From an optimization exercise on the open Yosys and OpenROAD flow, aimed at small area; shortcuts taken in it are not production practice.
Only simulation tests tie the RTL to the original design; equivalence was not proved.
No activity file was given, so power comes from the tool's default toggle rates.

## design/flow/flow/run.sh

```bash
#!/bin/bash
# Layout flow: the standard layout (standard.sh) with these changes:
# - the port buffers that global placement puts on every input and output
#   port are made from the smallest buffer cell (the resizer still upsizes
#   any that needs more drive);
# - clock tree synthesis adds no dummy loads (they only balance the leaf
#   buffers' loads and take area);
# - after global routing, ORFS's power recovery (repair_timing
#   -recover_power) downsizes gates on paths that have slack to spare.
# Every tool's output goes to standard.log here, and ORFS's own logs.
export BUFFER_PORTS_ARGS="-buffer_cell sky130_fd_sc_hd__buf_1"
export CTS_ARGS="-sink_clustering_enable -repair_clock_nets -buf_list sky130_fd_sc_hd__clkbuf_8 -dont_use_dummy_load"
export RECOVER_POWER=100
bash standard.sh finish > standard.log 2>&1
```

## design/flow/standard.sh

```bash
#!/bin/bash
# synth_recipe.tcl (not shown) runs the flow's synth.tcl, then flattens the netlist and writes it again
# the make line also repeats each setting of config.mk as NAME=value (left out here)
make -C /OpenROAD-flow-scripts/flow DESIGN_CONFIG=/design/flow/config.mk WORK_HOME=/design/flow/orfs CLKGATE_MAP_FILE= SYNTH_SCRIPT=/design/flow/synth_recipe.tcl "${@:-finish}"
```

## design/flow/config.mk

```make
export PLATFORM = sky130hd
export DESIGN_NAME = calc
export DESIGN_NICKNAME = calc
export VERILOG_FILES = /design/flow/design.v
export SDC_FILE = /design/flow/constraint.sdc
export NUM_CORES = 4
export LEC_CHECK = 0
export CAP_MARGIN = 0
export CORE_MARGIN = 2
export CORE_UTILIZATION = 40
export CTS_BUF_LIST = sky130_fd_sc_hd__clkbuf_8
export GPL_TIMING_DRIVEN = 0
export SLEW_MARGIN = 0
export SYNTH_HIERARCHICAL = 1
```

## design/flow/constraint.sdc

```tcl
create_clock -name core_clock -period 8.0 [get_ports {clk}]
set_input_delay 1.6000 -clock core_clock [delete_from_list [all_inputs] [get_ports {clk}]]
set_output_delay 1.6000 -clock core_clock [all_outputs]
set_load 0.01 [all_outputs]
```

## design/flow/design.v

```verilog
`timescale 1ns / 1ps
module calc(clk, rst, validIn, dataIn, dataOut);
input clk, rst, validIn;
input  [15:0] dataIn;
output [15:0] dataOut;
reg [1:0] state;
reg [15:0] num1;
reg [15:0] dataOut;
wire inA = ~state[1] & ~state[0];
wire inB = state[0];
wire inC = state[1];
wire opAdd = dataOut[0];
wire isOp  = (dataIn[15:2] == 14'd0);
wire isInc  = isOp & dataIn[1] & dataIn[0];
wire selN   = (inB & ~(validIn & isInc)) | (inC & ~validIn);
wire selX   = inA | (inC & validIn & ~opAdd);
wire selOne = validIn & ((inC & opAdd) | (inB & isInc));
wire [15:0] mb;
assign mb[0] = (selN & num1[0]) | (selX & dataIn[0]) | selOne;
genvar gj;
generate for (gj = 1; gj < 16; gj = gj + 1) begin : g_mb
    ao22 u_mb (.a(selN), .b(num1[gj]), .c(selX), .d(dataIn[gj]), .y(mb[gj]));
end endgenerate
wire injHi = inC & opAdd;
wire injLo = inB | (inC & opAdd);
wire [15:0] prodN;
    wire pp_0_0;
    nd2 u_pp_0_0 (.a(num1[0]), .b(mb[0]), .y(pp_0_0));
    wire pp_1_0;
    nd2 u_pp_1_0 (.a(num1[1]), .b(mb[0]), .y(pp_1_0));
    wire pp_2_0;
    nd2 u_pp_2_0 (.a(num1[2]), .b(mb[0]), .y(pp_2_0));
    wire pp_3_0;
    nd2 u_pp_3_0 (.a(num1[3]), .b(mb[0]), .y(pp_3_0));
    wire pp_4_0;
    nd2 u_pp_4_0 (.a(num1[4]), .b(mb[0]), .y(pp_4_0));
    wire pp_5_0;
    nd2 u_pp_5_0 (.a(num1[5]), .b(mb[0]), .y(pp_5_0));
    wire pp_6_0;
    nd2 u_pp_6_0 (.a(num1[6]), .b(mb[0]), .y(pp_6_0));
    wire pp_7_0;
    nd2 u_pp_7_0 (.a(num1[7]), .b(mb[0]), .y(pp_7_0));
    wire pp_8_0;
    nd2 u_pp_8_0 (.a(num1[8]), .b(mb[0]), .y(pp_8_0));
    wire pp_9_0;
    nd2 u_pp_9_0 (.a(num1[9]), .b(mb[0]), .y(pp_9_0));
    wire pp_10_0;
    nd2 u_pp_10_0 (.a(num1[10]), .b(mb[0]), .y(pp_10_0));
    wire pp_11_0;
    nd2 u_pp_11_0 (.a(num1[11]), .b(mb[0]), .y(pp_11_0));
    wire pp_12_0;
    nd2 u_pp_12_0 (.a(num1[12]), .b(mb[0]), .y(pp_12_0));
    wire pp_13_0;
    nd2 u_pp_13_0 (.a(num1[13]), .b(mb[0]), .y(pp_13_0));
    wire pp_14_0;
    nd2 u_pp_14_0 (.a(num1[14]), .b(mb[0]), .y(pp_14_0));
    wire pp_15_0;
    nd2 u_pp_15_0 (.a(num1[15]), .b(mb[0]), .y(pp_15_0));
    wire pp_0_1;
    ao22n u_pp_0_1 (.a(num1[0]), .b(mb[1]), .c(dataIn[1]), .d(injHi), .y(pp_0_1));
    wire pp_1_1;
    ao22n u_pp_1_1 (.a(num1[1]), .b(mb[1]), .c(dataIn[2]), .d(injHi), .y(pp_1_1));
    wire pp_2_1;
    ao22n u_pp_2_1 (.a(num1[2]), .b(mb[1]), .c(dataIn[3]), .d(injHi), .y(pp_2_1));
    wire pp_3_1;
    ao22n u_pp_3_1 (.a(num1[3]), .b(mb[1]), .c(dataIn[4]), .d(injHi), .y(pp_3_1));
    wire pp_4_1;
    ao22n u_pp_4_1 (.a(num1[4]), .b(mb[1]), .c(dataIn[5]), .d(injHi), .y(pp_4_1));
    wire pp_5_1;
    ao22n u_pp_5_1 (.a(num1[5]), .b(mb[1]), .c(dataIn[6]), .d(injHi), .y(pp_5_1));
    wire pp_6_1;
    ao22n u_pp_6_1 (.a(num1[6]), .b(mb[1]), .c(dataIn[7]), .d(injHi), .y(pp_6_1));
    wire pp_7_1;
    ao22n u_pp_7_1 (.a(num1[7]), .b(mb[1]), .c(dataIn[8]), .d(injHi), .y(pp_7_1));
    wire pp_8_1;
    ao22n u_pp_8_1 (.a(num1[8]), .b(mb[1]), .c(dataIn[9]), .d(injHi), .y(pp_8_1));
    wire pp_9_1;
    ao22n u_pp_9_1 (.a(num1[9]), .b(mb[1]), .c(dataIn[10]), .d(injHi), .y(pp_9_1));
    wire pp_10_1;
    ao22n u_pp_10_1 (.a(num1[10]), .b(mb[1]), .c(dataIn[11]), .d(injHi), .y(pp_10_1));
    wire pp_11_1;
    ao22n u_pp_11_1 (.a(num1[11]), .b(mb[1]), .c(dataIn[12]), .d(injHi), .y(pp_11_1));
    wire pp_12_1;
    ao22n u_pp_12_1 (.a(num1[12]), .b(mb[1]), .c(dataIn[13]), .d(injHi), .y(pp_12_1));
    wire pp_13_1;
    ao22n u_pp_13_1 (.a(num1[13]), .b(mb[1]), .c(dataIn[14]), .d(injHi), .y(pp_13_1));
    wire pp_14_1;
    ao22n u_pp_14_1 (.a(num1[14]), .b(mb[1]), .c(dataIn[15]), .d(injHi), .y(pp_14_1));
    wire pp_0_2;
    nd2 u_pp_0_2 (.a(num1[0]), .b(mb[2]), .y(pp_0_2));
    wire pp_1_2;
    nd2 u_pp_1_2 (.a(num1[1]), .b(mb[2]), .y(pp_1_2));
    wire pp_2_2;
    nd2 u_pp_2_2 (.a(num1[2]), .b(mb[2]), .y(pp_2_2));
    wire pp_3_2;
    nd2 u_pp_3_2 (.a(num1[3]), .b(mb[2]), .y(pp_3_2));
    wire pp_4_2;
    nd2 u_pp_4_2 (.a(num1[4]), .b(mb[2]), .y(pp_4_2));
    wire pp_5_2;
    nd2 u_pp_5_2 (.a(num1[5]), .b(mb[2]), .y(pp_5_2));
    wire pp_6_2;
    nd2 u_pp_6_2 (.a(num1[6]), .b(mb[2]), .y(pp_6_2));
    wire pp_7_2;
    nd2 u_pp_7_2 (.a(num1[7]), .b(mb[2]), .y(pp_7_2));
    wire pp_8_2;
    nd2 u_pp_8_2 (.a(num1[8]), .b(mb[2]), .y(pp_8_2));
    wire pp_9_2;
    nd2 u_pp_9_2 (.a(num1[9]), .b(mb[2]), .y(pp_9_2));
    wire pp_10_2;
    nd2 u_pp_10_2 (.a(num1[10]), .b(mb[2]), .y(pp_10_2));
    wire pp_11_2;
    nd2 u_pp_11_2 (.a(num1[11]), .b(mb[2]), .y(pp_11_2));
    wire pp_12_2;
    nd2 u_pp_12_2 (.a(num1[12]), .b(mb[2]), .y(pp_12_2));
    wire pp_13_2;
    nd2 u_pp_13_2 (.a(num1[13]), .b(mb[2]), .y(pp_13_2));
    wire pp_0_3;
    nd2 u_pp_0_3 (.a(num1[0]), .b(mb[3]), .y(pp_0_3));
    wire pp_1_3;
    nd2 u_pp_1_3 (.a(num1[1]), .b(mb[3]), .y(pp_1_3));
    wire pp_2_3;
    nd2 u_pp_2_3 (.a(num1[2]), .b(mb[3]), .y(pp_2_3));
    wire pp_3_3;
    nd2 u_pp_3_3 (.a(num1[3]), .b(mb[3]), .y(pp_3_3));
    wire pp_4_3;
    nd2 u_pp_4_3 (.a(num1[4]), .b(mb[3]), .y(pp_4_3));
    wire pp_5_3;
    nd2 u_pp_5_3 (.a(num1[5]), .b(mb[3]), .y(pp_5_3));
    wire pp_6_3;
    nd2 u_pp_6_3 (.a(num1[6]), .b(mb[3]), .y(pp_6_3));
    wire pp_7_3;
    nd2 u_pp_7_3 (.a(num1[7]), .b(mb[3]), .y(pp_7_3));
    wire pp_8_3;
    nd2 u_pp_8_3 (.a(num1[8]), .b(mb[3]), .y(pp_8_3));
    wire pp_9_3;
    nd2 u_pp_9_3 (.a(num1[9]), .b(mb[3]), .y(pp_9_3));
    wire pp_10_3;
    nd2 u_pp_10_3 (.a(num1[10]), .b(mb[3]), .y(pp_10_3));
    wire pp_11_3;
    nd2 u_pp_11_3 (.a(num1[11]), .b(mb[3]), .y(pp_11_3));
    wire pp_12_3;
    nd2 u_pp_12_3 (.a(num1[12]), .b(mb[3]), .y(pp_12_3));
    wire pp_0_4;
    nd2 u_pp_0_4 (.a(num1[0]), .b(mb[4]), .y(pp_0_4));
    wire pp_1_4;
    nd2 u_pp_1_4 (.a(num1[1]), .b(mb[4]), .y(pp_1_4));
    wire pp_2_4;
    nd2 u_pp_2_4 (.a(num1[2]), .b(mb[4]), .y(pp_2_4));
    wire pp_3_4;
    nd2 u_pp_3_4 (.a(num1[3]), .b(mb[4]), .y(pp_3_4));
    wire pp_4_4;
    nd2 u_pp_4_4 (.a(num1[4]), .b(mb[4]), .y(pp_4_4));
    wire pp_5_4;
    nd2 u_pp_5_4 (.a(num1[5]), .b(mb[4]), .y(pp_5_4));
    wire pp_6_4;
    nd2 u_pp_6_4 (.a(num1[6]), .b(mb[4]), .y(pp_6_4));
    wire pp_7_4;
    nd2 u_pp_7_4 (.a(num1[7]), .b(mb[4]), .y(pp_7_4));
    wire pp_8_4;
    nd2 u_pp_8_4 (.a(num1[8]), .b(mb[4]), .y(pp_8_4));
    wire pp_9_4;
    nd2 u_pp_9_4 (.a(num1[9]), .b(mb[4]), .y(pp_9_4));
    wire pp_10_4;
    nd2 u_pp_10_4 (.a(num1[10]), .b(mb[4]), .y(pp_10_4));
    wire pp_11_4;
    nd2 u_pp_11_4 (.a(num1[11]), .b(mb[4]), .y(pp_11_4));
    wire pp_0_5;
    nd2 u_pp_0_5 (.a(num1[0]), .b(mb[5]), .y(pp_0_5));
    wire pp_1_5;
    nd2 u_pp_1_5 (.a(num1[1]), .b(mb[5]), .y(pp_1_5));
    wire pp_2_5;
    nd2 u_pp_2_5 (.a(num1[2]), .b(mb[5]), .y(pp_2_5));
    wire pp_3_5;
    nd2 u_pp_3_5 (.a(num1[3]), .b(mb[5]), .y(pp_3_5));
    wire pp_4_5;
    nd2 u_pp_4_5 (.a(num1[4]), .b(mb[5]), .y(pp_4_5));
    wire pp_5_5;
    nd2 u_pp_5_5 (.a(num1[5]), .b(mb[5]), .y(pp_5_5));
    wire pp_6_5;
    nd2 u_pp_6_5 (.a(num1[6]), .b(mb[5]), .y(pp_6_5));
    wire pp_7_5;
    nd2 u_pp_7_5 (.a(num1[7]), .b(mb[5]), .y(pp_7_5));
    wire pp_8_5;
    nd2 u_pp_8_5 (.a(num1[8]), .b(mb[5]), .y(pp_8_5));
    wire pp_9_5;
    nd2 u_pp_9_5 (.a(num1[9]), .b(mb[5]), .y(pp_9_5));
    wire pp_10_5;
    nd2 u_pp_10_5 (.a(num1[10]), .b(mb[5]), .y(pp_10_5));
    wire pp_0_6;
    nd2 u_pp_0_6 (.a(num1[0]), .b(mb[6]), .y(pp_0_6));
    wire pp_1_6;
    nd2 u_pp_1_6 (.a(num1[1]), .b(mb[6]), .y(pp_1_6));
    wire pp_2_6;
    nd2 u_pp_2_6 (.a(num1[2]), .b(mb[6]), .y(pp_2_6));
    wire pp_3_6;
    nd2 u_pp_3_6 (.a(num1[3]), .b(mb[6]), .y(pp_3_6));
    wire pp_4_6;
    nd2 u_pp_4_6 (.a(num1[4]), .b(mb[6]), .y(pp_4_6));
    wire pp_5_6;
    nd2 u_pp_5_6 (.a(num1[5]), .b(mb[6]), .y(pp_5_6));
    wire pp_6_6;
    nd2 u_pp_6_6 (.a(num1[6]), .b(mb[6]), .y(pp_6_6));
    wire pp_7_6;
    nd2 u_pp_7_6 (.a(num1[7]), .b(mb[6]), .y(pp_7_6));
    wire pp_8_6;
    nd2 u_pp_8_6 (.a(num1[8]), .b(mb[6]), .y(pp_8_6));
    wire pp_9_6;
    nd2 u_pp_9_6 (.a(num1[9]), .b(mb[6]), .y(pp_9_6));
    wire pp_0_7;
    nd2 u_pp_0_7 (.a(num1[0]), .b(mb[7]), .y(pp_0_7));
    wire pp_1_7;
    nd2 u_pp_1_7 (.a(num1[1]), .b(mb[7]), .y(pp_1_7));
    wire pp_2_7;
    nd2 u_pp_2_7 (.a(num1[2]), .b(mb[7]), .y(pp_2_7));
    wire pp_3_7;
    nd2 u_pp_3_7 (.a(num1[3]), .b(mb[7]), .y(pp_3_7));
    wire pp_4_7;
    nd2 u_pp_4_7 (.a(num1[4]), .b(mb[7]), .y(pp_4_7));
    wire pp_5_7;
    nd2 u_pp_5_7 (.a(num1[5]), .b(mb[7]), .y(pp_5_7));
    wire pp_6_7;
    nd2 u_pp_6_7 (.a(num1[6]), .b(mb[7]), .y(pp_6_7));
    wire pp_7_7;
    nd2 u_pp_7_7 (.a(num1[7]), .b(mb[7]), .y(pp_7_7));
    wire pp_8_7;
    nd2 u_pp_8_7 (.a(num1[8]), .b(mb[7]), .y(pp_8_7));
    wire pp_0_8;
    nd2 u_pp_0_8 (.a(num1[0]), .b(mb[8]), .y(pp_0_8));
    wire pp_1_8;
    nd2 u_pp_1_8 (.a(num1[1]), .b(mb[8]), .y(pp_1_8));
    wire pp_2_8;
    nd2 u_pp_2_8 (.a(num1[2]), .b(mb[8]), .y(pp_2_8));
    wire pp_3_8;
    nd2 u_pp_3_8 (.a(num1[3]), .b(mb[8]), .y(pp_3_8));
    wire pp_4_8;
    nd2 u_pp_4_8 (.a(num1[4]), .b(mb[8]), .y(pp_4_8));
    wire pp_5_8;
    nd2 u_pp_5_8 (.a(num1[5]), .b(mb[8]), .y(pp_5_8));
    wire pp_6_8;
    nd2 u_pp_6_8 (.a(num1[6]), .b(mb[8]), .y(pp_6_8));
    wire pp_7_8;
    nd2 u_pp_7_8 (.a(num1[7]), .b(mb[8]), .y(pp_7_8));
    wire pp_0_9;
    nd2 u_pp_0_9 (.a(num1[0]), .b(mb[9]), .y(pp_0_9));
    wire pp_1_9;
    nd2 u_pp_1_9 (.a(num1[1]), .b(mb[9]), .y(pp_1_9));
    wire pp_2_9;
    nd2 u_pp_2_9 (.a(num1[2]), .b(mb[9]), .y(pp_2_9));
    wire pp_3_9;
    nd2 u_pp_3_9 (.a(num1[3]), .b(mb[9]), .y(pp_3_9));
    wire pp_4_9;
    nd2 u_pp_4_9 (.a(num1[4]), .b(mb[9]), .y(pp_4_9));
    wire pp_5_9;
    nd2 u_pp_5_9 (.a(num1[5]), .b(mb[9]), .y(pp_5_9));
    wire pp_6_9;
    nd2 u_pp_6_9 (.a(num1[6]), .b(mb[9]), .y(pp_6_9));
    wire pp_0_10;
    nd2 u_pp_0_10 (.a(num1[0]), .b(mb[10]), .y(pp_0_10));
    wire pp_1_10;
    nd2 u_pp_1_10 (.a(num1[1]), .b(mb[10]), .y(pp_1_10));
    wire pp_2_10;
    nd2 u_pp_2_10 (.a(num1[2]), .b(mb[10]), .y(pp_2_10));
    wire pp_3_10;
    nd2 u_pp_3_10 (.a(num1[3]), .b(mb[10]), .y(pp_3_10));
    wire pp_4_10;
    nd2 u_pp_4_10 (.a(num1[4]), .b(mb[10]), .y(pp_4_10));
    wire pp_5_10;
    nd2 u_pp_5_10 (.a(num1[5]), .b(mb[10]), .y(pp_5_10));
    wire pp_0_11;
    nd2 u_pp_0_11 (.a(num1[0]), .b(mb[11]), .y(pp_0_11));
    wire pp_1_11;
    nd2 u_pp_1_11 (.a(num1[1]), .b(mb[11]), .y(pp_1_11));
    wire pp_2_11;
    nd2 u_pp_2_11 (.a(num1[2]), .b(mb[11]), .y(pp_2_11));
    wire pp_3_11;
    nd2 u_pp_3_11 (.a(num1[3]), .b(mb[11]), .y(pp_3_11));
    wire pp_4_11;
    nd2 u_pp_4_11 (.a(num1[4]), .b(mb[11]), .y(pp_4_11));
    wire pp_0_12;
    nd2 u_pp_0_12 (.a(num1[0]), .b(mb[12]), .y(pp_0_12));
    wire pp_1_12;
    nd2 u_pp_1_12 (.a(num1[1]), .b(mb[12]), .y(pp_1_12));
    wire pp_2_12;
    nd2 u_pp_2_12 (.a(num1[2]), .b(mb[12]), .y(pp_2_12));
    wire pp_3_12;
    nd2 u_pp_3_12 (.a(num1[3]), .b(mb[12]), .y(pp_3_12));
    wire pp_0_13;
    nd2 u_pp_0_13 (.a(num1[0]), .b(mb[13]), .y(pp_0_13));
    wire pp_1_13;
    nd2 u_pp_1_13 (.a(num1[1]), .b(mb[13]), .y(pp_1_13));
    wire pp_2_13;
    nd2 u_pp_2_13 (.a(num1[2]), .b(mb[13]), .y(pp_2_13));
    wire pp_0_14;
    nd2 u_pp_0_14 (.a(num1[0]), .b(mb[14]), .y(pp_0_14));
    wire pp_1_14;
    nd2 u_pp_1_14 (.a(num1[1]), .b(mb[14]), .y(pp_1_14));
    wire pp_0_15;
    nd2 u_pp_0_15 (.a(num1[0]), .b(mb[15]), .y(pp_0_15));
    wire pp_inj0 = ~(dataIn[0] & injLo);
    wire s1;
    xn2 u_s1 (.a(pp_2_0), .b(pp_1_1), .y(s1));
    wire c2 = pp_2_0 | pp_1_1;
    wire s3, c4;
    fa u_s3 (.a(pp_3_0), .b(pp_2_1), .c(pp_1_2), .s(s3), .co(c4));
    wire s5;
    xn2 u_s5 (.a(pp_0_3), .b(c2), .y(s5));
    wire c6 = pp_0_3 | c2;
    wire s7, c8;
    fa u_s7 (.a(pp_4_0), .b(pp_3_1), .c(pp_2_2), .s(s7), .co(c8));
    wire s9, c10;
    fa u_s9 (.a(pp_1_3), .b(pp_0_4), .c(c6), .s(s9), .co(c10));
    wire s11;
    xn2 u_s11 (.a(c4), .b(s7), .y(s11));
    wire c12 = c4 | s7;
    wire s13, c14;
    fa u_s13 (.a(pp_5_0), .b(pp_4_1), .c(pp_3_2), .s(s13), .co(c14));
    wire s15, c16;
    fa u_s15 (.a(pp_2_3), .b(pp_1_4), .c(pp_0_5), .s(s15), .co(c16));
    wire s17, c18;
    fa u_s17 (.a(c8), .b(s13), .c(s15), .s(s17), .co(c18));
    wire s19;
    xn2 u_s19 (.a(c12), .b(c10), .y(s19));
    wire c20 = c12 | c10;
    wire s21, c22;
    fa u_s21 (.a(pp_6_0), .b(pp_5_1), .c(pp_4_2), .s(s21), .co(c22));
    wire s23, c24;
    fa u_s23 (.a(pp_3_3), .b(pp_2_4), .c(pp_1_5), .s(s23), .co(c24));
    wire s25, c26;
    fa u_s25 (.a(pp_0_6), .b(c14), .c(c16), .s(s25), .co(c26));
    wire s27, c28;
    fa u_s27 (.a(s21), .b(s23), .c(c18), .s(s27), .co(c28));
    wire s29;
    xn2 u_s29 (.a(s25), .b(c20), .y(s29));
    wire c30 = s25 | c20;
    wire s31, c32;
    fa u_s31 (.a(pp_7_0), .b(pp_6_1), .c(pp_5_2), .s(s31), .co(c32));
    wire s33, c34;
    fa u_s33 (.a(pp_4_3), .b(pp_3_4), .c(pp_2_5), .s(s33), .co(c34));
    wire s35, c36;
    fa u_s35 (.a(pp_1_6), .b(pp_0_7), .c(c22), .s(s35), .co(c36));
    wire s37, c38;
    fa u_s37 (.a(c24), .b(s31), .c(s33), .s(s37), .co(c38));
    wire s39, c40;
    fa u_s39 (.a(c26), .b(s35), .c(s37), .s(s39), .co(c40));
    wire s41;
    xn2 u_s41 (.a(c30), .b(c28), .y(s41));
    wire c42 = c30 | c28;
    wire s43, c44;
    fa u_s43 (.a(pp_8_0), .b(pp_7_1), .c(pp_6_2), .s(s43), .co(c44));
    wire s45, c46;
    fa u_s45 (.a(pp_5_3), .b(pp_4_4), .c(pp_3_5), .s(s45), .co(c46));
    wire s47, c48;
    fa u_s47 (.a(pp_2_6), .b(pp_1_7), .c(pp_0_8), .s(s47), .co(c48));
    wire s49, c50;
    fa u_s49 (.a(c32), .b(c34), .c(s43), .s(s49), .co(c50));
    wire s51, c52;
    fa u_s51 (.a(s45), .b(s47), .c(c36), .s(s51), .co(c52));
    wire s53, c54;
    fa u_s53 (.a(c38), .b(s49), .c(s51), .s(s53), .co(c54));
    wire s55;
    xn2 u_s55 (.a(c40), .b(c42), .y(s55));
    wire c56 = c40 | c42;
    wire s57, c58;
    fa u_s57 (.a(pp_9_0), .b(pp_8_1), .c(pp_7_2), .s(s57), .co(c58));
    wire s59, c60;
    fa u_s59 (.a(pp_6_3), .b(pp_5_4), .c(pp_4_5), .s(s59), .co(c60));
    wire s61, c62;
    fa u_s61 (.a(pp_3_6), .b(pp_2_7), .c(pp_1_8), .s(s61), .co(c62));
    wire s63, c64;
    fa u_s63 (.a(pp_0_9), .b(c44), .c(c46), .s(s63), .co(c64));
    wire s65, c66;
    fa u_s65 (.a(c48), .b(s57), .c(s59), .s(s65), .co(c66));
    wire s67, c68;
    fa u_s67 (.a(s61), .b(c50), .c(s63), .s(s67), .co(c68));
    wire s69, c70;
    fa u_s69 (.a(s65), .b(c52), .c(s67), .s(s69), .co(c70));
    wire s71;
    xn2 u_s71 (.a(c54), .b(c56), .y(s71));
    wire c72 = c54 | c56;
    wire s73, c74;
    fa u_s73 (.a(pp_10_0), .b(pp_9_1), .c(pp_8_2), .s(s73), .co(c74));
    wire s75, c76;
    fa u_s75 (.a(pp_7_3), .b(pp_6_4), .c(pp_5_5), .s(s75), .co(c76));
    wire s77, c78;
    fa u_s77 (.a(pp_4_6), .b(pp_3_7), .c(pp_2_8), .s(s77), .co(c78));
    wire s79, c80;
    fa u_s79 (.a(pp_1_9), .b(pp_0_10), .c(c58), .s(s79), .co(c80));
    wire s81, c82;
    fa u_s81 (.a(c60), .b(c62), .c(s73), .s(s81), .co(c82));
    wire s83, c84;
    fa u_s83 (.a(s75), .b(s77), .c(c64), .s(s83), .co(c84));
    wire s85, c86;
    fa u_s85 (.a(c66), .b(s79), .c(s81), .s(s85), .co(c86));
    wire s87, c88;
    fa u_s87 (.a(c68), .b(s83), .c(s85), .s(s87), .co(c88));
    wire s89;
    xn2 u_s89 (.a(c70), .b(c72), .y(s89));
    wire c90 = c70 | c72;
    wire s91, c92;
    fa u_s91 (.a(pp_11_0), .b(pp_10_1), .c(pp_9_2), .s(s91), .co(c92));
    wire s93, c94;
    fa u_s93 (.a(pp_8_3), .b(pp_7_4), .c(pp_6_5), .s(s93), .co(c94));
    wire s95, c96;
    fa u_s95 (.a(pp_5_6), .b(pp_4_7), .c(pp_3_8), .s(s95), .co(c96));
    wire s97, c98;
    fa u_s97 (.a(pp_2_9), .b(pp_1_10), .c(pp_0_11), .s(s97), .co(c98));
    wire s99, c100;
    fa u_s99 (.a(c74), .b(c76), .c(c78), .s(s99), .co(c100));
    wire s101, c102;
    fa u_s101 (.a(s91), .b(s93), .c(s95), .s(s101), .co(c102));
    wire s103, c104;
    fa u_s103 (.a(s97), .b(c80), .c(c82), .s(s103), .co(c104));
    wire s105, c106;
    fa u_s105 (.a(s99), .b(s101), .c(c84), .s(s105), .co(c106));
    wire s107, c108;
    fa u_s107 (.a(c86), .b(s103), .c(s105), .s(s107), .co(c108));
    wire s109;
    xn2 u_s109 (.a(c88), .b(c90), .y(s109));
    wire c110 = c88 | c90;
    wire s111, c112;
    fa u_s111 (.a(pp_12_0), .b(pp_11_1), .c(pp_10_2), .s(s111), .co(c112));
    wire s113, c114;
    fa u_s113 (.a(pp_9_3), .b(pp_8_4), .c(pp_7_5), .s(s113), .co(c114));
    wire s115, c116;
    fa u_s115 (.a(pp_6_6), .b(pp_5_7), .c(pp_4_8), .s(s115), .co(c116));
    wire s117, c118;
    fa u_s117 (.a(pp_3_9), .b(pp_2_10), .c(pp_1_11), .s(s117), .co(c118));
    wire s119, c120;
    fa u_s119 (.a(pp_0_12), .b(c92), .c(c94), .s(s119), .co(c120));
    wire s121, c122;
    fa u_s121 (.a(c96), .b(c98), .c(s111), .s(s121), .co(c122));
    wire s123, c124;
    fa u_s123 (.a(s113), .b(s115), .c(s117), .s(s123), .co(c124));
    wire s125, c126;
    fa u_s125 (.a(c100), .b(c102), .c(s119), .s(s125), .co(c126));
    wire s127, c128;
    fa u_s127 (.a(s121), .b(s123), .c(c104), .s(s127), .co(c128));
    wire s129, c130;
    fa u_s129 (.a(s125), .b(c106), .c(s127), .s(s129), .co(c130));
    wire s131;
    xn2 u_s131 (.a(c108), .b(s129), .y(s131));
    wire c132 = c108 | s129;
    wire s133, c134;
    fa u_s133 (.a(pp_13_0), .b(pp_12_1), .c(pp_11_2), .s(s133), .co(c134));
    wire s135, c136;
    fa u_s135 (.a(pp_10_3), .b(pp_9_4), .c(pp_8_5), .s(s135), .co(c136));
    wire s137, c138;
    fa u_s137 (.a(pp_7_6), .b(pp_6_7), .c(pp_5_8), .s(s137), .co(c138));
    wire s139, c140;
    fa u_s139 (.a(pp_4_9), .b(pp_3_10), .c(pp_2_11), .s(s139), .co(c140));
    wire s141, c142;
    fa u_s141 (.a(pp_1_12), .b(pp_0_13), .c(c112), .s(s141), .co(c142));
    wire s143, c144;
    fa u_s143 (.a(c114), .b(c116), .c(c118), .s(s143), .co(c144));
    wire s145, c146;
    fa u_s145 (.a(s133), .b(s135), .c(s137), .s(s145), .co(c146));
    wire s147, c148;
    fa u_s147 (.a(s139), .b(c120), .c(c122), .s(s147), .co(c148));
    wire s149, c150;
    fa u_s149 (.a(c124), .b(s141), .c(s143), .s(s149), .co(c150));
    wire s151, c152;
    fa u_s151 (.a(s145), .b(c126), .c(s147), .s(s151), .co(c152));
    wire s153, c154;
    fa u_s153 (.a(s149), .b(c128), .c(s151), .s(s153), .co(c154));
    wire s155;
    xn2 u_s155 (.a(c130), .b(s153), .y(s155));
    wire c156 = c130 | s153;
    wire s157, c158;
    fa u_s157 (.a(pp_14_0), .b(pp_13_1), .c(pp_12_2), .s(s157), .co(c158));
    wire s159, c160;
    fa u_s159 (.a(pp_11_3), .b(pp_10_4), .c(pp_9_5), .s(s159), .co(c160));
    wire s161, c162;
    fa u_s161 (.a(pp_8_6), .b(pp_7_7), .c(pp_6_8), .s(s161), .co(c162));
    wire s163, c164;
    fa u_s163 (.a(pp_5_9), .b(pp_4_10), .c(pp_3_11), .s(s163), .co(c164));
    wire s165, c166;
    fa u_s165 (.a(pp_2_12), .b(pp_1_13), .c(pp_0_14), .s(s165), .co(c166));
    wire s167, c168;
    fa u_s167 (.a(c134), .b(c136), .c(c138), .s(s167), .co(c168));
    wire s169, c170;
    fa u_s169 (.a(c140), .b(s157), .c(s159), .s(s169), .co(c170));
    wire s171, c172;
    fa u_s171 (.a(s161), .b(s163), .c(s165), .s(s171), .co(c172));
    wire s173, c174;
    fa u_s173 (.a(c142), .b(c144), .c(c146), .s(s173), .co(c174));
    wire s175, c176;
    fa u_s175 (.a(s167), .b(s169), .c(s171), .s(s175), .co(c176));
    wire s177, c178;
    fa u_s177 (.a(c148), .b(c150), .c(s173), .s(s177), .co(c178));
    wire s179, c180;
    fa u_s179 (.a(s175), .b(c152), .c(s177), .s(s179), .co(c180));
    wire s181;
    xn2 u_s181 (.a(c154), .b(s179), .y(s181));
    wire c182 = c154 | s179;
    wire t183;
    xn2 u_t183 (.a(pp_15_0), .b(pp_14_1), .y(t183));
    wire s184;
    xn2 u_s184 (.a(t183), .b(pp_13_2), .y(s184));
    wire t185;
    xn2 u_t185 (.a(pp_12_3), .b(pp_11_4), .y(t185));
    wire s186;
    xn2 u_s186 (.a(t185), .b(pp_10_5), .y(s186));
    wire t187;
    xn2 u_t187 (.a(pp_9_6), .b(pp_8_7), .y(t187));
    wire s188;
    xn2 u_s188 (.a(t187), .b(pp_7_8), .y(s188));
    wire t189;
    xn2 u_t189 (.a(pp_6_9), .b(pp_5_10), .y(t189));
    wire s190;
    xn2 u_s190 (.a(t189), .b(pp_4_11), .y(s190));
    wire t191;
    xn2 u_t191 (.a(pp_3_12), .b(pp_2_13), .y(t191));
    wire s192;
    xn2 u_s192 (.a(t191), .b(pp_1_14), .y(s192));
    wire t193;
    xn2 u_t193 (.a(pp_0_15), .b(s184), .y(t193));
    wire s194;
    xn2 u_s194 (.a(t193), .b(s186), .y(s194));
    wire t195;
    xn2 u_t195 (.a(s188), .b(s190), .y(t195));
    wire s196;
    xn2 u_s196 (.a(t195), .b(s192), .y(s196));
    wire t197;
    xn2 u_t197 (.a(c158), .b(c160), .y(t197));
    wire s198;
    xn2 u_s198 (.a(t197), .b(c162), .y(s198));
    wire t199;
    xn2 u_t199 (.a(c164), .b(c166), .y(t199));
    wire s200;
    xn2 u_s200 (.a(t199), .b(s194), .y(s200));
    wire t201;
    xn2 u_t201 (.a(s196), .b(s198), .y(t201));
    wire s202;
    xn2 u_s202 (.a(t201), .b(c168), .y(s202));
    wire t203;
    xn2 u_t203 (.a(c170), .b(c172), .y(t203));
    wire s204;
    xn2 u_s204 (.a(t203), .b(s200), .y(s204));
    wire t205;
    xn2 u_t205 (.a(s202), .b(c174), .y(t205));
    wire s206;
    xn2 u_s206 (.a(t205), .b(s204), .y(s206));
    wire t207;
    xn2 u_t207 (.a(c176), .b(s206), .y(t207));
    wire s208;
    xn2 u_s208 (.a(t207), .b(c178), .y(s208));
    wire t209;
    xn2 u_t209 (.a(s208), .b(c180), .y(t209));
    wire s210;
    xn2 u_s210 (.a(t209), .b(c182), .y(s210));
    wire s211;
    xn2 u_s211 (.a(pp_0_0), .b(pp_inj0), .y(s211));
    wire c212 = pp_0_0 | pp_inj0;
    wire s213, c214;
    fa u_s213 (.a(pp_1_0), .b(pp_0_1), .c(c212), .s(s213), .co(c214));
    wire s215, c216;
    fa u_s215 (.a(pp_0_2), .b(s1), .c(c214), .s(s215), .co(c216));
    wire s217, c218;
    fa u_s217 (.a(s5), .b(s3), .c(c216), .s(s217), .co(c218));
    wire s219, c220;
    fa u_s219 (.a(s11), .b(s9), .c(c218), .s(s219), .co(c220));
    wire s221, c222;
    fa u_s221 (.a(s19), .b(s17), .c(c220), .s(s221), .co(c222));
    wire s223, c224;
    fa u_s223 (.a(s29), .b(s27), .c(c222), .s(s223), .co(c224));
    wire s225, c226;
    fa u_s225 (.a(s41), .b(s39), .c(c224), .s(s225), .co(c226));
    wire s227, c228;
    fa u_s227 (.a(s55), .b(s53), .c(c226), .s(s227), .co(c228));
    wire s229, c230;
    fa u_s229 (.a(s71), .b(s69), .c(c228), .s(s229), .co(c230));
    wire s231, c232;
    fa u_s231 (.a(s87), .b(s89), .c(c230), .s(s231), .co(c232));
    wire s233, c234;
    fa u_s233 (.a(s107), .b(s109), .c(c232), .s(s233), .co(c234));
    wire s235, c236;
    fa u_s235 (.a(c110), .b(s131), .c(c234), .s(s235), .co(c236));
    wire s237;
    xn2 u_s237 (.a(c132), .b(s155), .y(s237));
    wire c238 = c132 | s155;
    wire s239, c240;
    fa u_s239 (.a(c156), .b(s181), .c(c238), .s(s239), .co(c240));
    wire s241;
    xn2 u_s241 (.a(s210), .b(c240), .y(s241));
    wire s242 = c132 ^ s155;
    wire c243 = c132 & s155;
    wire s244, c245;
    fa u_s244 (.a(c156), .b(s181), .c(c243), .s(s244), .co(c245));
    wire s246;
    xn2 u_s246 (.a(s210), .b(c245), .y(s246));
    wire m247 = c236 ? s237 : s242;
    wire m248 = c236 ? s239 : s244;
    wire m249 = c236 ? s241 : s246;
    assign prodN = {m249, m248, m247, s235, s233, s231, s229, s227, s225, s223, s221, s219, s217, s215, s213, s211};
wire selRes = inC | (inB & isOp & dataIn[1]);
wire [1:0] stn = inB ? (isOp ? (dataIn[1] ? 2'b00 : 2'b10) : 2'b01) : (inC ? 2'b00 : 2'b01);
wire ld    = validIn & ~rst;
wire sResN = ~(ld & selRes);
wire sIn   = ld & ~selRes;
wire sOld  = ~validIn & ~rst;
wire [15:0] dNext;
genvar gi;
generate for (gi = 0; gi < 16; gi = gi + 1) begin : g_out
    omux u_omux (.pn(prodN[gi]), .x(dataIn[gi]), .q(dataOut[gi]),
                 .s1n(sResN), .s2(sIn), .s3(sOld), .d(dNext[gi]));
end endgenerate
always @(posedge clk) begin
    num1 <= mb;
    if (rst)
        state <= 2'b00;
    else if (validIn)
        state <= stn;
    dataOut <= dNext;
end
endmodule
module fa(input a, input b, input c, output s, output co);
assign s = a ^ b ^ c;
assign co = (a & b) | (a & c) | (b & c);
endmodule
module xn2(input a, input b, output y);
assign y = ~(a ^ b);
endmodule
module omux(input pn, input x, input q, input s1n, input s2, input s3, output d);
assign d = ~((s1n | pn) & ~((x & s2) | (q & s3)));
endmodule
module nd2(input a, input b, output y);
assign y = ~(a & b);
endmodule
module ao22n(input a, input b, input c, input d, output y);
assign y = ~((a & b) | (c & d));
endmodule
module ao22(input a, input b, input c, input d, output y);
assign y = (a & b) | (c & d);
endmodule
```

==> results.env, run 1 <==
CTS_MADE_BUFFERS=5
NNETSFINAL=570
SYNTH_SEQ_AREA_SHARE_PCT=15.9
MAX_SLEW.WORST_PIN.SLEW_NS=1.19
NUMBER_OF_BUFFERS_INSERTED_BY_HOLD_REPAIR_AT_CTS=0
CTS.REPORTEDPATHS.CLKPINSLEW_NS=0.06
NUM_VIAS=3323
MAX_STAGE_DELAY_NS=0.41
WORST_CLOCK_SKEW_NS=0.0250
GR-TOTAL-OVERFLOW=0
DR.FIRST_ITER.DRC_COUNT=274
FINAL_SETUP_VIOLATING_ENDPOINTS=0
DRT_PASS1_ITERATIONS=5
DPL.CELL_COUNT=582
MAX-CLOCK-PATH-BUFFERS=2
YOSYSWARNINGCOUNT=7
SYNTH_CELLS=412
CLOCK_TREE_FROM_TRITONCTS='done'
RR_ENDPOINT='dataOut[15]'
BOUNDARYPINS=35
CRIT_TOP_CELL='fa_2'
FINALCRITPERIODSHARE_PCT=96.6
DRC=0
CPMAXSTAGEDELAYCELL='fa_2'
TIMING.CRITICAL_PATH.CELLS='buf_2 -> nor4_2 -> and4_1 -> clkbuf_2 -> and2_1 -> a221o_2 -> nand2_1 -> or2_2 -> fa_1 -> fa_1 -> fa_2 -> fa_2 -> fa_2 -> fa_2 -> fa_2 -> fa_2 -> fa_1 -> fa_2 -> fa_2 -> fa_2 -> mux2_2 -> o21ai_1'
COREAREA_UM2=10300
GRT_FIRST_PASS_WIRELENGTH_UM=18400
WL_PER_CELL_UM=19.0
CP_DATA_REQUIRED_TIME_NS=8.20
ANTENNADIODECOUNT=0
INITIAL_UTILIZATION_PCT=41.4
YS_SEQ_ELEMENTS=34
SYNTH_MUX_AREA_SHARE_PCT=0.791
CTS.HTREE.LEVELS=2
FINAL-MAX-SLEW-VIOLATION-COUNT=0
SYNTH-COMPOUND-AREA-SHARE_PCT=13.8
MAXIMUM_FANOUT_COUNT_ALONG_THE_CRITICAL_PATH=6
FLOW.AREA_GROWTH_FROM_SYNTHESIS_PCT=10.8
TYPE_OF_ELEMENT_CAPTURING_THE_CRITICAL_PATH='register'
ANTENNA_FOUND_INITIAL=0
FINAL_COMMON_CELL='nand2_1'
HOLD_CLASS='register to register'
FINALHOLDVIOLCOUNT=0
LARGEST_NET_DEGREE_AT_THE_START_OF_GLOBAL_ROUTING=18
DRT-TOTAL-WL_UM=11200
ROWS=37
NUMBER_OF_BUFFERS_INSERTED_BY_PORT_BUFFERING=33
MAPPEDNETLISTAREA_UM2=4270
CRITICAL_PATH_AT_NS=7.93
RESULT_OF_THE_RUN='timing/DRC/antenna clean'
SYNTHXORXNORAREAFRAC_PCT=9.23
GPL.FINAL_WEIGHTED_CONGESTION=0.879
SYNTH.NET_COUNT=525
FINAL_CELLS=591
LAYOUT_COMMON_CELLS='nand2_1, fa_1, xnor2_1'
R2R.WORST_PATH.CELLS=20
GRT_UTIL_ALL_LAYERS_PCT=21.0
IR_DROP_V=0.000414
STARTPOINT='dataIn[10]'
HOLDWS_NS=0.500
REGTOREGSETUPSLACK_NS=0.77
STATIC-LEAKAGE-POWER_uW=0.00150
MAX-SLEW-MARGIN-REL_PCT=20.4
CLK-INSERTION-DELAY-LATE_NS=0.30
HPWL_UM=8470
MAX_FREQ_GHz=0.129
ADDER_CELL_FRACTION_OF_SYNTH_AREA_PCT=43.7
SYNTH_TOP_FAMILY_BY_AREA='adder cells'
FP.DIEH_UM=107
POSTSYNTH.ASYNCRESETSHARE_PCT=0
SYNTHDISTINCTLIBCELLS=35
FINAL_PERIOD_MINUS_WORST_SETUP_SLACK_NS=7.73
SYNTH_AREA_PER_CELL_UM2=10.4
SYNTH_SIMPLE_GATE_AREA_SHARE_PCT=15.6
SYNTH_EDF_COUNT=0
SYNTH_TOP_FLOP_CELL='dfxtp_1'
CLOCK_SINKS=34
CRIT_END='dataOut[15]'
GRT_SETUP_UNREPAIRED='no'
DIE-AREA_UM2=11500
ROOT_BUF_CELL='clkbuf_8'
TOTAL_POWER_uW=2540
CAP_VIOL_MAX_COUNT=0
WORSTSETUPPATHTYPE='input pin to register'
ROUTE.ANTENNA.REMAINING_NETS=0
REGTOREGSTARTPOINT='state[1]'
STARTPOINT_TYPE='input pin'
POWER.DENSITY_nW_PER_UM2=537
DIE_X_UM=107
NUMBER_OF_GLOBAL_ROUTE_VIAS_BEFORE_REPAIR=3500
DETAILEDPLACE.WORSTSLACK_NS=-0.917
FIN_WS_NS=0.272
DRIVE_ABOVE_1_SHARE_PCT=12.7
AVGVIACOUNTPERCELL=5.62
cell families (layout without fill, tap and decap cells):
| family | count (synthesis) | in the layout |
|---|---|---|
| AOI/OAI and AO/OA | 72 | 72 |
| xor gates and xnor gates | 45 | 45 |
| adders and majority gates | 94 | 94 |
| buffers and inverters | 9 | 52 |
| DFF | 34 | 34 |
| muxes | 3 | 3 |
| and+or+nand+nor | 155 | 155 |
through the flow:
| step | util [%] | area [um2] | setup TNS (ns) |
|---|---|---|---|
| 2_1_floorplan | - | 4280 | 0 |
| 3_3_place_gp | 44.3 | 4580 | -3.65 |
| 3_5_place_dp | 44.5 | 4590 | -3.87 |
| 4_1_cts | 45.9 | 4740 | 0 |
| 5_1_grt | 45.8 | 4730 | 0 |
| 6_report | 45.8 | 4730 | 0 |
per-module statistics from Yosys, one instance, submodules excluded:
module  copies in the design  cell area (um2)
calc                       1             1060
xn2                       45             8.76
nd2                      121             3.75
omux                      16             12.5
ao22                      15             8.76
fa                        92             20.0
ao22n                     15             12.5
area by class of cell:
type | count | area (um2)
flip-flops and latches | 34 | 681
clock buffers | 5 | 68.8
well taps | 136 | 170
inverters | 5 | 18.8
repair buffers | 38 | 164
fillers | 977 | 5590
plain buffers | 4 | 20.0
multi-input cells | 369 | 3610
synth_stat cells, drive strengths merged, types with 2 or more instances:
cell type  instances  share of area [%]
a21oi              2               0.23
a22o              15                3.1
a22oi             31                7.2
and2               2               0.29
clkbuf             3               0.26
dfxtp             34                 16
fa                92                 43
ha                 2               0.59
inv                5               0.44
mux2               3               0.79
nand2            124                 11
nand4b             2               0.41
nor2               6               0.53
nor4               3               0.44
o21ai             17                2.0
or2                9                1.3
or3                5                1.0
xnor2             45                9.2
worst min-delay path by stage:
stage	startpoint	to	slack, ns	cells after the start
CTS	dataOut[7]	dataOut[7]	0.51	2
floorplan	num1[15]	num1[15]	0.47	1
detailed placement	dataOut[7]	dataOut[7]	0.49	2
global route	dataOut[15]	dataOut[15]	0.53	2
global placement	dataOut[5]	dataOut[5]	0.48	2
finish	dataOut[7]	dataOut[7]	0.50	2
critical path: cells and delay by family:
kind                     cells  cell delay [ns]
adder cells (fa/ha/maj)     12             4.40
AND/OR/NAND/NOR              5             1.06
multiplexers                 1             0.30
buffers and inverters        2             0.29
AO/OA/AOI/OAI                2             0.28
registers in the layout, summed over array words and instances, names as in the netlist:
signal and count:
state 2, num1 16, dataOut 16
power by group:
part / switching, uW / total (uW) / internal [uW]
Combinational: 1070 / 2200 / 1130
Sequential: 38.8 / 224 / 185
Clock: 60.7 / 117 / 56.1
timing repair:
action,in CTS,in global routing
resized for setup,13,3
pin swaps,3,3
setup endpoints to repair,5,4
buffers inserted,4,0
routing by layer:
layer	part of all wire (%)	GRT usage, %	wire (um)	vias up
met5	0	0	0	-
met4	1.2	4.45	136	0
met3	5.4	2.66	611	9
met2	49	35.8	5550	106
met1	44	28.9	4920	1732
li1	-	-	-	1476
==> run 2: changes to the inputs <==
==> design/flow/run.sh (new file) <==
#!/bin/bash
# synth_recipe.tcl (not shown) runs the flow's synth.tcl, then flattens the netlist and writes it again
# the make line also repeats each setting of config.mk as NAME=value (left out here)
make -C /OpenROAD-flow-scripts/flow DESIGN_CONFIG=/design/flow/config.mk WORK_HOME=/design/flow/orfs CLKGATE_MAP_FILE= SYNTH_SCRIPT=/design/flow/synth_recipe.tcl finish
removed: design/flow/flow/run.sh
removed: design/flow/standard.sh
==> run 2 against run 1 <==
  * Still clean
  * Area after synthesis is the same
  * Fmax shrank 0.78%
  * Synthesized cell count unchanged
  * Critical path type unchanged
==> results.env, run 2 <==
REGTOREGSTARTPOINT='state[1]'  # unchanged
SYNTH_AREA_PER_CELL_UM2=10.4  # unchanged
GPL.FINAL_WEIGHTED_CONGESTION=0.863  # was 0.879
FINALCRITPERIODSHARE_PCT=97.4  # was 96.6%
MAX_SLEW.WORST_PIN.SLEW_NS=1.20  # was 1.19 ns
DESIGN_AREA_UM2=5000  # was 4730 um2
MAX_STAGE_DELAY_NS=0.48  # was 0.41 ns
R2R.WORST_PATH.CELLS=20  # unchanged
FIN_WS_NS=0.211  # was 0.272 ns
NUMBER_OF_GLOBAL_ROUTE_VIAS_BEFORE_REPAIR=3448  # was 3500
YOSYSWARNINGCOUNT=7  # unchanged
HPWL_UM=8440  # was 8470 um
FINALHOLDVIOLCOUNT=0  # unchanged
BOUNDARYPINS=35  # unchanged
CPMAXSTAGEDELAYCELL='fa_1'  # was fa_2
INITIAL_UTILIZATION_PCT=41.4  # unchanged
REGS_BY_FF_COUNT='dataOut: 16 flops, num1: 16 flops, state: 2 flops'  # unchanged
YOSYS.AREA.TOP_TYPE_SHARE_PCT=43.1  # unchanged
DRIVE_ABOVE_1_SHARE_PCT=14.8  # was 12.7%
FINAL-MAX-SLEW-VIOLATION-COUNT=0  # unchanged
WORST_CLOCK_SKEW_NS=0.00741  # was 0.0250 ns
MAX_FREQ_GHz=0.128  # was 0.129 GHz
TOTAL_POWER_uW=2600  # was 2540 uW
PLACED_AREA_UM2=4800  # was 4590 um2
FLOW.AREA_GROWTH_FROM_SYNTHESIS_PCT=17.2  # was 10.8%
TIMING.CRITICAL_PATH.CELLS='dlygate4sd2_1 -> nor4_1 -> and4_1 -> clkbuf_8 -> nand3_1 -> a21o_4 -> buf_12 -> a22o_1 -> nand2_1 -> fa_1 -> fa_1 -> fa_1 -> fa_2 -> fa_2 -> fa_2 -> fa_1 -> fa_2 -> fa_2 -> fa_2 -> mux2_2 -> o21ai_1'  # was buf_2 -> nor4_2 -> and4_1 -> clkbuf_2 -> and2_1 -> a221o_2 -> nand2_1 -> or2_2 -> fa_1 -> fa_1 -> fa_2 -> fa_2 -> fa_2 -> fa_2 -> fa_2 -> fa_2 -> fa_1 -> fa_2 -> fa_2 -> fa_2 -> mux2_2 -> o21ai_1
POSTSYNTH.ASYNCRESETSHARE_PCT=0  # unchanged
SYNTH_LARGEST_AREA_CELL='fa_1'  # unchanged
SYNTH_COMMON_CELLS='nand2_1, fa_1, xnor2_1, dfxtp_1'  # unchanged
CTS.HTREE.LEVELS=2  # unchanged
DRC=0  # unchanged
FILLCELLCOUNT=949  # was 977
SYNTH_TOP_FLOP_CELL='dfxtp_1'  # unchanged
NNETSFINAL=572  # was 570
MAXIMUM_FANOUT_COUNT_ALONG_THE_CRITICAL_PATH=13  # was 6
TYPE_OF_ELEMENT_CAPTURING_THE_CRITICAL_PATH='register'  # unchanged
FINAL_PERIOD_MINUS_WORST_SETUP_SLACK_NS=7.79  # was 7.73 ns
FINAL_SETUP_VIOLATING_ENDPOINTS=0  # unchanged
DIE_X_UM=107  # unchanged
GRT_FIRST_PASS_WIRELENGTH_UM=17800  # was 18400 um
STATIC-LEAKAGE-POWER_uW=0.00163  # was 0.00150 uW
MAPPEDNETLISTAREA_UM2=4270  # unchanged
GR-TOTAL-OVERFLOW=0  # unchanged
SYNTHDISTINCTLIBCELLS=35  # unchanged
MAX-SLEW-MARGIN-REL_PCT=19.6  # was 20.4%
CAP_VIOL_MAX_COUNT=0  # unchanged
CELL_DEPTH_OF_THE_WORST_SETUP_PATH=21  # was 22
HOLD_PATH_DEPTH=2  # unchanged
FINAL_UTIL_PCT=48.5  # was 45.8%
RR_ENDPOINT='dataOut[15]'  # unchanged
DRT_PASS1_ITERATIONS=5  # unchanged
POWER.DENSITY_nW_PER_UM2=520  # was 537 nW/um2
GRT_UTIL_ALL_LAYERS_PCT=20.3  # was 21.0%
REGTOREGSETUPSLACK_NS=0.88  # was 0.77 ns
SYNTH.NET_COUNT=525  # unchanged
MOST_FREQUENT_CELL_AFTER_SYNTHESIS='nand2_1'  # unchanged
IR_DROP_V=0.000731  # was 0.000414 V
CLOCK_TREE_FROM_TRITONCTS='done'  # unchanged
ANTENNADIODECOUNT=0  # unchanged
CRITICAL_PATH_AT_NS=8.01  # was 7.93 ns
AVGVIACOUNTPERCELL=5.53  # was 5.62
SYNTH_CELLS=412  # unchanged
CLK-INSERTION-DELAY-LATE_NS=0.29  # was 0.30 ns
CLOCK_SINKS=34  # unchanged
CTS_MADE_BUFFERS=5  # unchanged
DRT-TOTAL-WL_UM=11000  # was 11200 um
STARTPOINT='dataIn[2]'  # was dataIn[10]
NUMBER_OF_BUFFERS_INSERTED_BY_PORT_BUFFERING=33  # unchanged
STARTPOINT_TYPE='input pin'  # unchanged
FINAL_COMMON_CELL='nand2_1'  # unchanged
DIE-AREA_UM2=11500  # unchanged
SYNTH_EDF_COUNT=0  # unchanged
WORSTSETUPPATHTYPE='input pin to register'  # unchanged
GRT_SETUP_UNREPAIRED='no'  # unchanged
ROUTE.ANTENNA.REMAINING_NETS=0  # unchanged
CTS.REPORTEDPATHS.CLKPINSLEW_NS=0.07  # was 0.06 ns
CP_DATA_REQUIRED_TIME_NS=8.22  # was 8.20 ns
ROOT_BUF_CELL='clkbuf_8'  # unchanged
WL_PER_CELL_UM=18.5  # was 19.0 um
HOLD_CLASS='register to register'  # unchanged
YS_SEQ_ELEMENTS=34  # unchanged
DR.FIRST_ITER.DRC_COUNT=135  # was 274
COREAREA_UM2=10300  # unchanged
YOSYS-TOP-CELLS-AREA='fa_1, dfxtp_1, nand2_1'  # unchanged
ANTENNA_FOUND_INITIAL=0  # unchanged
SYNTH_SEQ_AREA_SHARE_PCT=15.9  # unchanged
CRIT_END='dataOut[15]'  # unchanged
FP.DIEH_UM=107  # unchanged
NUM_VIAS=3293  # was 3323
TIMING.SETUP.TNS_NS=0  # unchanged
CRIT_TOP_CELL='fa_2'  # unchanged
DETAILEDPLACE.WORSTSLACK_NS=-1.28  # was -0.917 ns
RESULT_OF_THE_RUN='timing/DRC/antenna clean'  # unchanged
LAYOUT_COMMON_CELLS='nand2_1, fa_1, xnor2_1'  # unchanged
CRITICAL_PATH.TOP_DELAY_FAMILY='adder cells'  # unchanged
CP.BUFFERS_INVERTERS=3  # was 2
LARGEST_NET_DEGREE_AT_THE_START_OF_GLOBAL_ROUTING=18  # unchanged
MAX-CLOCK-PATH-BUFFERS=2  # unchanged
ROWS=37  # unchanged
==> run 2: cell counts after synthesis <==
No cell type changed its count.
==> run 2: worst min-delay path by stage <==
stage          slack, ns          to  startpoint
2_1_floorplan       0.47    num1[15]    num1[15]
3_3_place_gp        0.48  dataOut[5]  dataOut[5]
3_5_place_dp        0.49  dataOut[4]  dataOut[4]
4_1_cts             0.51  dataOut[4]  dataOut[4]
5_1_grt             0.52  dataOut[4]  dataOut[4]
6_report            0.50  dataOut[5]  dataOut[5]
==> run 2: final cells by class <==
cell class	instances	area, um2	share of cell area, %
plain buffers	4	28.8	0.575
multi-input cells	369	3620	72.4
repair buffers	40	387	7.73
clock buffers	6	82.6	1.65
inverters	5	18.8	0.375
clock inverters	2	12.5	0.250
flip-flops and latches	34	681	13.6
well taps	136	170	3.40
==> run 2: kinds of logic after synthesis <==
family	count (synthesis)	share of synthesized area, %
flops	34	15.9
compound gates	72	13.8
fa+ha+maj	94	43.7
buf+inv	9	0.879
simple gates	155	15.6
xor+xnor	45	9.23
mux	3	0.791
==> run 2: power breakdown <==
part           total, uW  internal [uW]  switching (uW)  leakage (uW)
Combinational       2240           1150            1090       0.00130
Clock                139           69.3            69.6     0.0000472
Sequential           223            185            38.1      0.000283
Total               2600           1410            1200       0.00163
==> run 2: stage by stage <==
step	hold WS, ns	instances
finish	0.498	596
global route	0.519	596
CTS	0.507	594
detailed placement	0.487	582
global placement	0.483	581
floorplan	0.473	412
==> run 2: timing repair <==
item / 4_1_cts / 5_1_grt
resized for setup: 33 / 3
setup endpoints to repair: 5 / 4
hold buffers: 0 / 0
gates cloned: 0 / 0
setup buffers: 4 / 2
pin swaps: 7 / 3
==> run 2: worst reg2reg max path, stage by stage (launching register included) <==
cell	delay, ns
dfxtp_1	0.47
and2_1	0.77
o21ai_0	0.32
nor2_1	0.16
a221o_2	0.19
nand2_1	0.08
or2_4	0.29
fa_1	0.39
fa_2	0.35
fa_2	0.35
fa_2	0.35
fa_2	0.35
fa_2	0.35
fa_2	0.35
fa_2	0.34
fa_1	0.38
fa_2	0.36
fa_2	0.35
fa_2	0.41
mux2_2	0.30
o21ai_1	0.12
==> run 2: per-layer routing <==
metal | GRT usage [%] | vias up | share of wire [%]
met2 | 34.2 | 114 | 49
met3 | 3.63 | 14 | 6.8
met4 | 6.31 | 0 | 2.2
met1 | 26.8 | 1684 | 42
met5 | 0 | - | 0
li1 | - | 1481 | -
==> run 2: Yosys stat by module, one instance, submodules excluded <==
module | area, um2 | cells inside | flops+latches
calc | 1060 | 92 | 34
fa | 20.0 | 1 | 0
ao22n | 12.5 | 1 | 0
omux | 12.5 | 2 | 0
ao22 | 8.76 | 1 | 0
xn2 | 8.76 | 1 | 0
nd2 | 3.75 | 1 | 0
==> run 3: changes to the inputs <==
--- a/design/flow/design.v
+++ b/design/flow/design.v
@@ -58,33 +58,33 @@
     nd2 u_pp_15_0 (.a(num1[15]), .b(mb[0]), .y(pp_15_0));
     wire pp_0_1;
-    ao22n u_pp_0_1 (.a(num1[0]), .b(mb[1]), .c(dataIn[1]), .d(injHi), .y(pp_0_1));
+    assign pp_0_1 = ~((num1[0] & mb[1]) | (dataIn[1] & injHi));
     wire pp_1_1;
-    ao22n u_pp_1_1 (.a(num1[1]), .b(mb[1]), .c(dataIn[2]), .d(injHi), .y(pp_1_1));
+    assign pp_1_1 = ~((num1[1] & mb[1]) | (dataIn[2] & injHi));
     wire pp_2_1;
-    ao22n u_pp_2_1 (.a(num1[2]), .b(mb[1]), .c(dataIn[3]), .d(injHi), .y(pp_2_1));
+    assign pp_2_1 = ~((num1[2] & mb[1]) | (dataIn[3] & injHi));
     wire pp_3_1;
-    ao22n u_pp_3_1 (.a(num1[3]), .b(mb[1]), .c(dataIn[4]), .d(injHi), .y(pp_3_1));
+    assign pp_3_1 = ~((num1[3] & mb[1]) | (dataIn[4] & injHi));
     wire pp_4_1;
-    ao22n u_pp_4_1 (.a(num1[4]), .b(mb[1]), .c(dataIn[5]), .d(injHi), .y(pp_4_1));
+    assign pp_4_1 = ~((num1[4] & mb[1]) | (dataIn[5] & injHi));
     wire pp_5_1;
-    ao22n u_pp_5_1 (.a(num1[5]), .b(mb[1]), .c(dataIn[6]), .d(injHi), .y(pp_5_1));
+    assign pp_5_1 = ~((num1[5] & mb[1]) | (dataIn[6] & injHi));
     wire pp_6_1;
-    ao22n u_pp_6_1 (.a(num1[6]), .b(mb[1]), .c(dataIn[7]), .d(injHi), .y(pp_6_1));
+    assign pp_6_1 = ~((num1[6] & mb[1]) | (dataIn[7] & injHi));
     wire pp_7_1;
-    ao22n u_pp_7_1 (.a(num1[7]), .b(mb[1]), .c(dataIn[8]), .d(injHi), .y(pp_7_1));
+    assign pp_7_1 = ~((num1[7] & mb[1]) | (dataIn[8] & injHi));
     wire pp_8_1;
-    ao22n u_pp_8_1 (.a(num1[8]), .b(mb[1]), .c(dataIn[9]), .d(injHi), .y(pp_8_1));
+    assign pp_8_1 = ~((num1[8] & mb[1]) | (dataIn[9] & injHi));
     wire pp_9_1;
-    ao22n u_pp_9_1 (.a(num1[9]), .b(mb[1]), .c(dataIn[10]), .d(injHi), .y(pp_9_1));
+    assign pp_9_1 = ~((num1[9] & mb[1]) | (dataIn[10] & injHi));
     wire pp_10_1;
-    ao22n u_pp_10_1 (.a(num1[10]), .b(mb[1]), .c(dataIn[11]), .d(injHi), .y(pp_10_1));
+    assign pp_10_1 = ~((num1[10] & mb[1]) | (dataIn[11] & injHi));
     wire pp_11_1;
-    ao22n u_pp_11_1 (.a(num1[11]), .b(mb[1]), .c(dataIn[12]), .d(injHi), .y(pp_11_1));
+    assign pp_11_1 = ~((num1[11] & mb[1]) | (dataIn[12] & injHi));
     wire pp_12_1;
-    ao22n u_pp_12_1 (.a(num1[12]), .b(mb[1]), .c(dataIn[13]), .d(injHi), .y(pp_12_1));
+    assign pp_12_1 = ~((num1[12] & mb[1]) | (dataIn[13] & injHi));
     wire pp_13_1;
-    ao22n u_pp_13_1 (.a(num1[13]), .b(mb[1]), .c(dataIn[14]), .d(injHi), .y(pp_13_1));
+    assign pp_13_1 = ~((num1[13] & mb[1]) | (dataIn[14] & injHi));
     wire pp_14_1;
-    ao22n u_pp_14_1 (.a(num1[14]), .b(mb[1]), .c(dataIn[15]), .d(injHi), .y(pp_14_1));
+    assign pp_14_1 = ~((num1[14] & mb[1]) | (dataIn[15] & injHi));
     wire pp_0_2;
     nd2 u_pp_0_2 (.a(num1[0]), .b(mb[2]), .y(pp_0_2));
==> design/flow/flow/run.sh (new file) <==
#!/bin/bash
# Layout flow: the standard layout (standard.sh) with two changes:
# - the port buffers that global placement puts on every input and output
#   port are made from the smallest buffer cell (the resizer still upsizes
#   any that needs more drive);
# - clock tree synthesis adds no dummy loads (they only balance the leaf
#   buffers' loads and take area).
# Every tool's output goes to standard.log here, and ORFS's own logs.
export BUFFER_PORTS_ARGS="-buffer_cell sky130_fd_sc_hd__buf_1"
export CTS_ARGS="-sink_clustering_enable -repair_clock_nets -buf_list sky130_fd_sc_hd__clkbuf_8 -dont_use_dummy_load"
bash standard.sh finish > standard.log 2>&1
==> design/flow/standard.sh (new file) <==
#!/bin/bash
# synth_recipe.tcl (not shown) runs the flow's synth.tcl, then flattens the netlist and writes it again
# the make line also repeats each setting of config.mk as NAME=value (left out here)
make -C /OpenROAD-flow-scripts/flow DESIGN_CONFIG=/design/flow/config.mk WORK_HOME=/design/flow/orfs CLKGATE_MAP_FILE= SYNTH_SCRIPT=/design/flow/synth_recipe.tcl "${@:-finish}"
removed: design/flow/run.sh
==> run 3 against run 2 <==
  * Global-route usage rose by 0.95 points
  * Via count rose by 0.24%
  * Clock power fell by 17%
  * Sequential cell count did not move
  * Utilization fell by 2.7 points
  * Cell count fell by 0.50%
  * Clock-buffer cell count fell by 1
  * Fmax fell by 0.28%
  * Synthesized cell count rose by 0.73%
  * Sequential share of layout area rose by 0.88 points
  * Critical endpoint is now dataOut[14]
  * Largest cell class unchanged
==> results.env, run 3 <==
RESULT_OF_THE_RUN='timing/DRC/antenna clean'  # unchanged
DRIVE_ABOVE_1_SHARE_PCT=10.3  # was 14.8%
ANTENNADIODECOUNT=0  # unchanged
DRT_PASS1_ITERATIONS=4  # was 5
CRITICAL_PATH_AT_NS=8.01  # about the same
LAYOUT_COMMON_CELLS='nand2_1, fa_1, xnor2_1'  # unchanged
MOST_FREQUENT_CELL_AFTER_SYNTHESIS='nand2_1'  # unchanged
FLOW.AREA_GROWTH_FROM_SYNTHESIS_PCT=11.7  # was 17.2%
DRT-TOTAL-WL_UM=11200  # was 11000 um
SYNTH_EDF_COUNT=0  # unchanged
INITIAL_UTILIZATION_PCT=40.9  # was 41.4%
CLOCK_POWER_SHARE_PCT=4.6  # was 5.3%
FINAL_CELLS=593  # was 596
SYNTH_CELLS=415  # was 412
FINALCRITPERIODSHARE_PCT=97.6  # was 97.4%
ROWS=37  # unchanged
FILLCELLCOUNT=1015  # was 949
YS_SEQ_ELEMENTS=34  # unchanged
MAXIMUM_FANOUT_COUNT_ALONG_THE_CRITICAL_PATH=10  # was 13
FINAL_PERIOD_MINUS_WORST_SETUP_SLACK_NS=7.81  # was 7.79 ns
DRC=0  # unchanged
CLOCK_TREE_FROM_TRITONCTS='done'  # unchanged
NUMBER_OF_GLOBAL_ROUTE_VIAS_BEFORE_REPAIR=3491  # was 3448
GR-TOTAL-OVERFLOW=0  # unchanged
FINAL-SEQ-AREA_UM2=681  # unchanged
FINAL-MAX-SLEW-VIOLATION-COUNT=0  # unchanged
P_SWITCHING_uW=1150  # was 1200 uW
MAX-CLOCK-PATH-BUFFERS=2  # unchanged
FINAL_SETUP_VIOLATING_ENDPOINTS=0  # unchanged
YOSYSWARNINGCOUNT=7  # unchanged
FP.DIEH_UM=107  # about the same
SEQ_POWER_SHARE_PCT=8.9  # was 8.6%
TOTAL_POWER_uW=2510  # was 2600 uW
ANTENNA_FOUND_INITIAL=0  # unchanged
REGS_BY_FF_COUNT='dataOut: 16 flops, num1: 16 flops, state: 2 flops'  # unchanged
COMBPWRFRAC_PCT=86.5  # was 86.1%
CLK-INSERTION-DELAY-LATE_NS=0.29  # about the same
GRT_SETUP_UNREPAIRED='no'  # unchanged
SYNTH_AREA_PER_CELL_UM2=10.1  # was 10.4 um2
DIE-AREA_UM2=11400  # was 11500 um2
WORST_CLOCK_SKEW_NS=0.0211  # was 0.00741 ns
FINAL_COMMON_CELL='nand2_1'  # unchanged
HPWL_UM=8520  # was 8440 um
NUMBER_OF_BUFFERS_INSERTED_BY_PORT_BUFFERING=33  # unchanged
CP_DATA_REQUIRED_TIME_NS=8.20  # was 8.22 ns
NUM_VIAS=3301  # was 3293
CTS.REPORTEDPATHS.CLKPINSLEW_NS=0.06  # was 0.07 ns
CLOCK_SINKS=34  # unchanged
MAX_FREQ_GHz=0.128  # about the same
[run 3: worst paths after layout]
path,start,endpoint,slack [ns],cells after the start
worst max register to register,state[1],dataOut[14],1.20,21
worst min-delay path,dataOut[12],dataOut[12],0.50,2
worst max-delay path,dataIn[2],dataOut[14],0.19,22
worst min register to register,dataOut[12],dataOut[12],0.50,2
[run 3: cell type report]
| cell class | instances | share of cell area [%] |
|---|---|---|
| multi-input cells | 369 | 75.8 |
| repair buffers | 37 | 3.35 |
| inverters | 5 | 0.399 |
| flip-flops and latches | 34 | 14.5 |
| plain buffers | 7 | 0.932 |
| clock buffers | 5 | 1.46 |
| well taps | 136 | 3.62 |
[run 3: per-layer routing]
| metal | global-route usage, % | part of all wire, % |
|---|---|---|
| met1 | 29.4 | 43 |
| met2 | 35.8 | 49 |
| met3 | 2.45 | 6.4 |
| met4 | 5.66 | 1.6 |
| met5 | 0 | 0 |
[run 3: per-stage QoR]
step	cell area, um2	util, %
after detailed placement	4540	44.1
after floorplan	4230	-
final	4700	45.7
after global routing	4700	45.7
after global placement	4520	44.0
after CTS	4690	45.6
[run 3: modules after synthesis (local to each module, per instance)]
module  cells inside  times used  flops+latches  cell area [um2]
omux               2          16              0             12.5
fa                 1          92              0             20.0
nd2                1         121              0             3.75
ao22               1          15              0             8.76
calc             110           1             34             1180
xn2                1          45              0             8.76
[run 3: critical path: stages]
cell	delay, ns
buf_1	0.16
nor4_1	0.29
and4_1	0.23
buf_4	0.14
nand3_1	0.09
a21o_4	0.24
a22o_4	0.29
clkbuf_8	0.17
a22oi_2	0.21
fa_1	0.47
fa_2	0.39
fa_2	0.35
fa_2	0.35
fa_2	0.35
fa_2	0.35
fa_1	0.38
fa_1	0.39
fa_2	0.37
fa_2	0.35
fa_2	0.41
mux2_2	0.29
o21ai_1	0.13
[run 3: repair_timing]
| action | in CTS | in global routing |
|---|---|---|
| buffers inserted | 3 | 0 |
| resized for setup | 14 | 7 |
| pin swaps | 6 | 4 |
| setup endpoints to repair | 4 | 4 |
[run 3: cell families after synthesis]
group,count (synthesis),synth area share [%]
AND/OR/NAND/NOR,155,15.9
adder cells (fa/ha/maj),94,44.4
AO/OA/AOI/OAI,72,12.2
XOR/XNOR,45,9.37
flip-flops,34,16.2
buffers and inverters,12,1.16
multiplexers,3,0.803
[run 3: power groups by stage]
stage	Combinational, uW	Sequential, uW	Clock, uW
floorplan	1710	212	0
global placement	2110	226	0
detailed placement	2170	226	0
CTS	2230	222	120
global route	2440	227	126
finish	2170	223	116

## re-timing with driven ports
The results above use ideal ports. As a check the final layouts listed here were re-extracted and re-timed, cells and wires unchanged. Step 1 sets driving cells, clkbuf_16 on the clock port and buf_2 on the other inputs (assumed; they add their load-dependent delay and slew). Step 2 moves the port delays by t, midway between the first and last clock arrival at a register: inputs arrive t later, outputs are due t later. That takes back most of the time a late clock gives input paths. Three values: no drivers, after step 1, after step 2; two values: the first two.
run	shift t [ns]	setup slack, ns	clock arrival spread, ns	pins driven straight from the clock port
run 1	0.314	0.272 / 0.281 / -0.033	0.026 / 0.025	1
run 2	0.322	0.211 / 0.223 / -0.099	0.007 / 0.007	1
run 3	0.314	0.190 / 0.198 / -0.116	0.021 / 0.022	1
With both steps, setup timing fails in every run listed, where it was met with ideal ports. For run 2, which loses most, drivers alone change the setup slack by +0.012 ns; drivers and shift together by -0.310 ns.
